This is an optimization exercise on Yosys and OpenROAD, whose aim is small area and a short achievable clock period, not a production implementation.
Where RTL was checked, it was by simulation tests only, not by an equivalence proof against the original.
The clock port is modelled as an ideal driver; clocking choices that lean on that would not hold on a real chip.

==> flow/design.v (excerpt) <==
module vedic_multiplier_32x32_pipelined(
    input clk,
    input [31:0] a, b,
    output reg [63:0] result_32x32
);
For scale: roughly 3000 cells after synthesis, roughly 520 flip-flops, roughly 130 I/O pins, about 33000 µm² of cells after synthesis.
clock: 11.5 ns
lec_check: 0
abc_area: 1
cap_margin: 30
core_margin: 2
core_utilization: 55
cts_cluster_diameter: 120
cts_cluster_size: 26
slew_margin: 50
synth_hierarchical: 1
synth_minimum_keep_size: 0
standard.sh (not shown) runs the stock make flow with config.mk's settings and CLKGATE_MAP_FILE= SYNTH_SCRIPT=/design/flow/synth_recipe.tcl, a recipe that flattens the netlist after the stock synthesis.
==> flow/flow/run.sh <==
#!/bin/bash
# Own layout flow: the standard ORFS flow (standard.sh, unchanged synthesis),
# with the I/O port buffers made of sky130_fd_sc_hd__buf_2 cells instead of the
# delay-cell buffer that buffer_ports picks by default.
# make's full output goes to standard_flow.log here; ORFS keeps each step's log
# under orfs/logs/.
set -euo pipefail
bash standard.sh "BUFFER_PORTS_ARGS=-buffer_cell sky130_fd_sc_hd__buf_2" finish > standard_flow.log 2>&1
Then changed:
CAP_MARGIN = 60   (was 30)
SLEW_MARGIN = 85   (was 50)
Result: Clock-buffer cell count rises by 3; non-clock buffer count rises by 155; maximum frequency is about the same; via count rises by 4.4%; synthesized cell count stays the same; cell area rises by 20%; final cell count rises by 4.2%.
Then changed:
==> flow/flow/run.sh (replaced) <==
#!/bin/bash
# Own layout flow: the standard ORFS flow (standard.sh, unchanged synthesis)
# with two changes:
#  - the I/O port buffers are sky130_fd_sc_hd__buf_2 cells instead of the
#    delay-cell buffer that buffer_ports picks by default;
#  - after CTS, post_cts.tcl drops the clock tree's root buffer when it only
#    feeds the few first-level clock buffers (one stage less for every register).
# make's full output goes to standard_flow.log here; ORFS keeps each step's log
# under orfs/logs/.
set -euo pipefail
here=$(pwd)
bash standard.sh "BUFFER_PORTS_ARGS=-buffer_cell sky130_fd_sc_hd__buf_2" \
  "POST_CTS_TCL=$here/flow/post_cts.tcl" finish > standard_flow.log 2>&1
==> flow/flow/post_cts.tcl (new file) <==
set block [ord::get_db_block]
set clknet [[$block findBTerm clk] getNet]
set loads {}
foreach it [$clknet getITerms] { lappend loads $it }
if {[llength $loads] == 1} {
  set root [[lindex $loads 0] getInst]
  set master [[$root getMaster] getName]
  set out [$root findITerm X]
  if {[string match "sky130_fd_sc_hd__clkbuf_*" $master] && $out ne "NULL"} {
    set onet [$out getNet]
    set sinks {}
    foreach it [$onet getITerms] {
      if {[$it getInst] ne $root} { lappend sinks $it }
    }
    set ok [expr {[llength $sinks] <= 4 && [llength [$onet getBTerms]] == 0}]
    foreach it $sinks {
      if {![string match "sky130_fd_sc_hd__clkbuf_*" [[[$it getInst] getMaster] getName]]} { set ok 0 }
    }
    if {$ok} {
      puts "post_cts: removing root clock buffer [$root getName] ($master), port clk now feeds [llength $sinks] buffers"
      foreach it $sinks { $it disconnect; $it connect $clknet }
      [lindex $loads 0] disconnect
      odb::dbInst_destroy $root
      odb::dbNet_destroy $onet
    } else {
      puts "post_cts: root clock buffer kept"
    }
  }
}
CAP_MARGIN = 50   (was 60)
SLEW_MARGIN = 70   (was 85)
The new run completed without violations. Global-route usage goes down by 1.0 points. Setup slack is better by 0.062 ns. Sequential share of layout area goes up by 4.6 points. Hold slack is worse by 0.0033 ns. Cell area goes down by about a fifth. Flip-flop and latch count stays the same. Via count goes down by a few percent.
Then changed:
==> flow/flow/run.sh (replaced) <==
#!/bin/bash
# Own layout flow: the standard ORFS flow (standard.sh, unchanged synthesis),
# with the I/O port buffers made of sky130_fd_sc_hd__buf_2 cells instead of the
# delay-cell buffer that buffer_ports picks by default.
# make's full output goes to standard_flow.log here; ORFS keeps each step's log
# under orfs/logs/.
set -euo pipefail
bash standard.sh "BUFFER_PORTS_ARGS=-buffer_cell sky130_fd_sc_hd__buf_2" finish > standard_flow.log 2>&1
CORE_UTILIZATION = 65   (was 55)
removed: flow/flow/post_cts.tcl
Result: The new run completed without violations; register-to-register slack degrades by 0.02 ns; area after synthesis is unchanged; cell area decreases by about 0.54%; wire length decreases by 2.6%; utilization increases by 10 points; synthesized cell count stays the same; setup slack degrades by 0.095 ns.
Then changed:
CORE_UTILIZATION = 55   (was 65)
The changed run finished with timing, DRC and antenna clean.
Clock skew shrinks by 0.013 ns.
Final area grows by 0.70%.
Synthesized area is unchanged.
Flip-flop and latch count stays the same.

* * *

== run 1 ==
Another version of the RTL of vedic_multiplier_32x32_pipelined (not shown whole).
Size: ~520 flip-flops, roughly 130 I/O pins.
Settings: LEC_CHECK=0, ABC_AREA=1, CAP_MARGIN=50, CORE_MARGIN=2, CORE_UTILIZATION=55, SLEW_MARGIN=70, SYNTH_HIERARCHICAL=1, SYNTH_MINIMUM_KEEP_SIZE=0; clock period 11.5 ns.
run.sh (not shown) runs the stock make flow with config.mk's settings and CLKGATE_MAP_FILE= SYNTH_SCRIPT=/design/flow/synth_recipe.tcl, a recipe that flattens the netlist after the stock synthesis.
Stock flow here: none of the scripts above is used.
Here is what was changed in the inputs of run 2 compared with run 1.
- SLEW_MARGIN changed from 70 to 20
- CAP_MARGIN changed from 50 to 20
- Timing, DRC, antenna: 0 failures across run 2 and run 1
- Lower time the worst path needs with I/O delays and setup goes to run 1 over run 2.
- Summary: final critical-path setup slack, run 2 worse than run 1
- Against run 1, wire length in run 2 fell slightly.
- In the reports for run 2 and run 1, the smaller critical path depth belongs to run 1.
- Run 2 ends up with a sequential share of layout area that is 0.53 points higher than in run 1.
Setup changes, run 2 to run 3
- CTS_CLUSTER_DIAMETER now 60, previously not set
- CTS_CLUSTER_SIZE now 30, previously not set
- SLEW_MARGIN now 70, was 20
- CAP_MARGIN now 50, was 20
Notes after the runs:
The flow did not stop early for run 3: all stages ran, and the layout cleared the timing, design-rule and antenna checks.
The actual slew at the worst max-slew pin of run 3 falls short of that of run 2 by 0.63 ns.
Routed wirelength normalized by instance count: run 2 vs run 3 — no meaningful difference
In the reports for run 3 and run 2, the larger number of global-route vias before repair belongs to run 3.
Run 3: fraction of standard cell area in multi-input logic is 0.79 points lower than what run 2 reported.
Compared with run 2, run 3 shows wire length on met2 that has gone down slightly.
Diff run 2 -> run 3 | critical path depth | decrease of 11
Run 3 and run 2 ended up with nearly the same number of nets still failing antenna checks after routing.
Diff run 2..run 3 | routed wire length | negligible
Inputs modified between run 3 and run 4:
- a deleted CTS_CLUSTER_DIAMETER that had been 60
- a deleted CTS_CLUSTER_SIZE that had been 30
==> flow/flow/run.sh (new file) <==
#!/bin/bash
# Own layout flow: the standard ORFS flow (standard.sh, unchanged synthesis),
# with the I/O port buffers made of sky130_fd_sc_hd__buf_2 cells instead of the
# delay-cell buffer that buffer_ports picks by default.
# make's full output goes to standard_flow.log here; ORFS keeps each step's log
# under orfs/logs/.
set -euo pipefail
bash standard.sh "BUFFER_PORTS_ARGS=-buffer_cell sky130_fd_sc_hd__buf_2" finish > standard_flow.log 2>&1
==> flow/standard.sh (new file) <==
#!/bin/bash
# synth_recipe.tcl (not shown) runs the flow's synth.tcl, then flattens the netlist and writes it again
# the make line also repeats each setting of config.mk as NAME=value (left out here)
make -C /OpenROAD-flow-scripts/flow DESIGN_CONFIG=/design/flow/config.mk WORK_HOME=/design/flow/orfs CLKGATE_MAP_FILE= SYNTH_SCRIPT=/design/flow/synth_recipe.tcl "${@:-finish}"
removed: flow/run.sh
Findings:
Lower final setup skew among run 4 and run 3: run 4
Run 4 against run 3; global-route wire length before repair is down slightly.
Run 4 against run 3; final area is down slightly.
Function was not checked in any run of this note: the RTL went through the layout flow alone.

* * *

## v46
Another version of the RTL of vedic_multiplier_32x32_pipelined (not shown whole).
For scale: about 3,000 cells after synthesis, ~530 flip-flops, roughly 130 I/O pins.
export LEC_CHECK = 0
export ABC_AREA = 1
export CAP_MARGIN = 30
export CORE_MARGIN = 2
export CORE_UTILIZATION = 55
export CTS_CLUSTER_DIAMETER = 120
export CTS_CLUSTER_SIZE = 26
export GPL_TIMING_DRIVEN = 0
export SLEW_MARGIN = 50
export SYNTH_HIERARCHICAL = 1
export SYNTH_MINIMUM_KEEP_SIZE = 0
create_clock -name core_clock -period 11.5 [get_ports {clk}]
standard.sh (not shown) runs the stock make flow with config.mk's settings and CLKGATE_MAP_FILE= SYNTH_SCRIPT=/design/flow/synth_recipe.tcl, a recipe that flattens the netlist after the stock synthesis.
==> flow/flow/run.sh <==
#!/bin/bash
# Own layout flow: the standard ORFS flow (standard.sh, unchanged synthesis)
# with two changes:
#  - the I/O port buffers are sky130_fd_sc_hd__buf_2 cells instead of the
#    delay-cell buffer that buffer_ports picks by default;
#  - after CTS, post_cts.tcl drops the clock tree's root buffer when it only
#    feeds the few first-level clock buffers (one stage less for every register).
# make's full output goes to standard_flow.log here; ORFS keeps each step's log
# under orfs/logs/.
set -euo pipefail
here=$(pwd)
bash standard.sh "BUFFER_PORTS_ARGS=-buffer_cell sky130_fd_sc_hd__buf_2" \
  "POST_CTS_TCL=$here/flow/post_cts.tcl" finish > standard_flow.log 2>&1
==> flow/flow/post_cts.tcl <==
set block [ord::get_db_block]
set clknet [[$block findBTerm clk] getNet]
set loads {}
foreach it [$clknet getITerms] { lappend loads $it }
if {[llength $loads] == 1} {
  set root [[lindex $loads 0] getInst]
  set master [[$root getMaster] getName]
  set out [$root findITerm X]
  if {[string match "sky130_fd_sc_hd__clkbuf_*" $master] && $out ne "NULL"} {
    set onet [$out getNet]
    set sinks {}
    foreach it [$onet getITerms] {
      if {[$it getInst] ne $root} { lappend sinks $it }
    }
    set ok [expr {[llength $sinks] <= 4 && [llength [$onet getBTerms]] == 0}]
    foreach it $sinks {
      if {![string match "sky130_fd_sc_hd__clkbuf_*" [[[$it getInst] getMaster] getName]]} { set ok 0 }
    }
    if {$ok} {
      puts "post_cts: removing root clock buffer [$root getName] ($master), port clk now feeds [llength $sinks] buffers"
      foreach it $sinks { $it disconnect; $it connect $clknet }
      [lindex $loads 0] disconnect
      odb::dbInst_destroy $root
      odb::dbNet_destroy $onet
    } else {
      puts "post_cts: root clock buffer kept"
    }
  }
}
Having completed the whole flow, v46 delivered a layout that passed the timing, design-rule and antenna checks.
Input-level comparison between v44 and v46:
- GPL_TIMING_DRIVEN: 0 -> unset
- SLEW_MARGIN: 50 -> 30
- CAP_MARGIN: 30 -> 20
## What came out
- Changes observed in v44 relative to v46: final area -680 um2, length in cells of the worst reg-to-reg path shrank by 2, first-iteration DRC count fell 138, share of the core filled with cells -1.1 points.
- As of v44, cell count after placement had fallen by a few percent compared to v46.
Input changes introduced in v23 (baseline for comparison: v44):
- swapping 30 for 70 in SLEW_MARGIN
- swapping 20 for 50 in CAP_MARGIN
Results
v23 vs v44: total non-filler cell area in the finished layout up
Global-route usage delta (v44 -> v23): insignificant
Higher register-to-register slack among v23 and v44: v23
Compared v23 against v44; fmax within noise.
Wire length of the first global-routing pass of v23 is on par with v44.
Looking at v23 and v44, the number of vias per cell is a wash.
Multi-input logic area delta (v44 -> v23): insignificant
v23 gives more shortest period the worst path allows than v44 did.
Of v23 and v44, v23 shows the higher area of all sequential standard cells, with v44 below it.
First-iteration DRC count: v23 and v44 compared, lower one is v44
Inputs modified between v23 and v11:
- SLEW_MARGIN now 50, was 70
- CAP_MARGIN now 30, was 50
Findings:
- Between v11 and v23, it is v11 whose cell area after placement is lower, by 970 um2.
- Measured against each other, v23 and v11 differ in routed metal-1 wirelength, the higher figure coming from v11.
- Between v23 and v11, the post-route worst hold slack does not differ in any meaningful way.
- Diff v23 -> v11: pin slew with the least headroom to its limit up 0.30 ns; overall routed net length flat; via count down 220; maximum frequency up 2.0 MHz.
- Post-route clock period utilization in v11 is 0.18 points below v23.
Input-level comparison between v29 and v11:
- PLACE_DENSITY now 0.75, previously not set
Findings:
Count of clock-buffer cells in the layout | v29 above v11
The core utilization of the finished layout of v11 and that of v29 are within noise of each other.
Data arrival time of the critical path | v29 above v11
In v29 relative to v11, half-perimeter wire length of the detailed placement result had gone down by a few percent.
From v11 to v29 the numbers moved as follows: worst setup slack after layout saw a decrease, ratio of final minimum period to clock period saw an increase, sequential cell area share saw little to no change.
Wire length came out lower on v29 than on v11.
v29 vs v11, startpoint-to-endpoint class of the critical path: reg2reg vs reg2out
Compared v29 against v11; full die area within noise.
The final non-filler cell area on v11 is in line with that on v29.
Synthesized area: v29 vs v11 identical

## afterwards: timing with drivers on the ports
No port has a modelled driver above. Below, the same layouts with a new extraction and two added sets of constraints.
Step 1: set_driving_cell puts a clkbuf_16 on clk and a buf_2 on each other input, an assumption about the parent block.
Step 2 also shifts input and output timing later by t, the mid clock arrival at the registers, as if the neighbouring blocks saw the same clock.
Three values: ideal, step 1, step 2; two values: the first two.
| run | t (ns) | setup slack, ns | clock arrival spread, ns | worst data-port slew with drivers (ns) |
|---|---|---|---|---|
| the first run of note 1 | 0.636 | 8.138 / 8.076 / 8.178 | 0.037 / 0.036 | 0.09 |
| the second run of note 1 | 0.645 | 8.138 / 8.076 / 8.188 | 0.038 / 0.038 | 0.08 |
| the third run of note 1 | 0.526 | 8.200 / 8.200 / 8.200 | 0.022 / 0.022 | 0.08 |
| the fourth run of note 1 | 0.655 | 8.105 / 8.043 / 8.176 | 0.036 / 0.037 | 0.07 |
| the fifth run of note 1 | 0.649 | 8.155 / 8.090 / 8.197 | 0.022 / 0.023 | 0.08 |
| run 1 | 0.682 | 7.689 / 7.628 / 7.885 | 0.056 / 0.056 | 0.07 |
| run 2 | 0.685 | 7.588 / 7.588 / 7.588 | 0.022 / 0.022 | 0.08 |
| run 3 | 0.645 | 7.715 / 7.653 / 7.861 | 0.033 / 0.033 | 0.08 |
| run 4 | 0.682 | 7.869 / 7.869 / 7.869 | 0.024 / 0.024 | 0.10 |
| v46 | 0.532 | 7.816 / 7.816 / 7.816 | 0.040 / 0.041 | 0.05 |
| v44 | 0.555 | 8.265 / 8.178 / 8.274 | 0.052 / 0.052 | 0.09 |
| v23 | 0.557 | 8.262 / 8.174 / 8.549 | 0.049 / 0.048 | 0.09 |
| v11 | 0.530 | 8.283 / 8.200 / 8.382 | 0.026 / 0.026 | 0.09 |
| v29 | 0.532 | 8.073 / 8.073 / 8.073 | 0.027 / 0.027 | 0.14 |
After both steps every run listed still meets setup and hold.
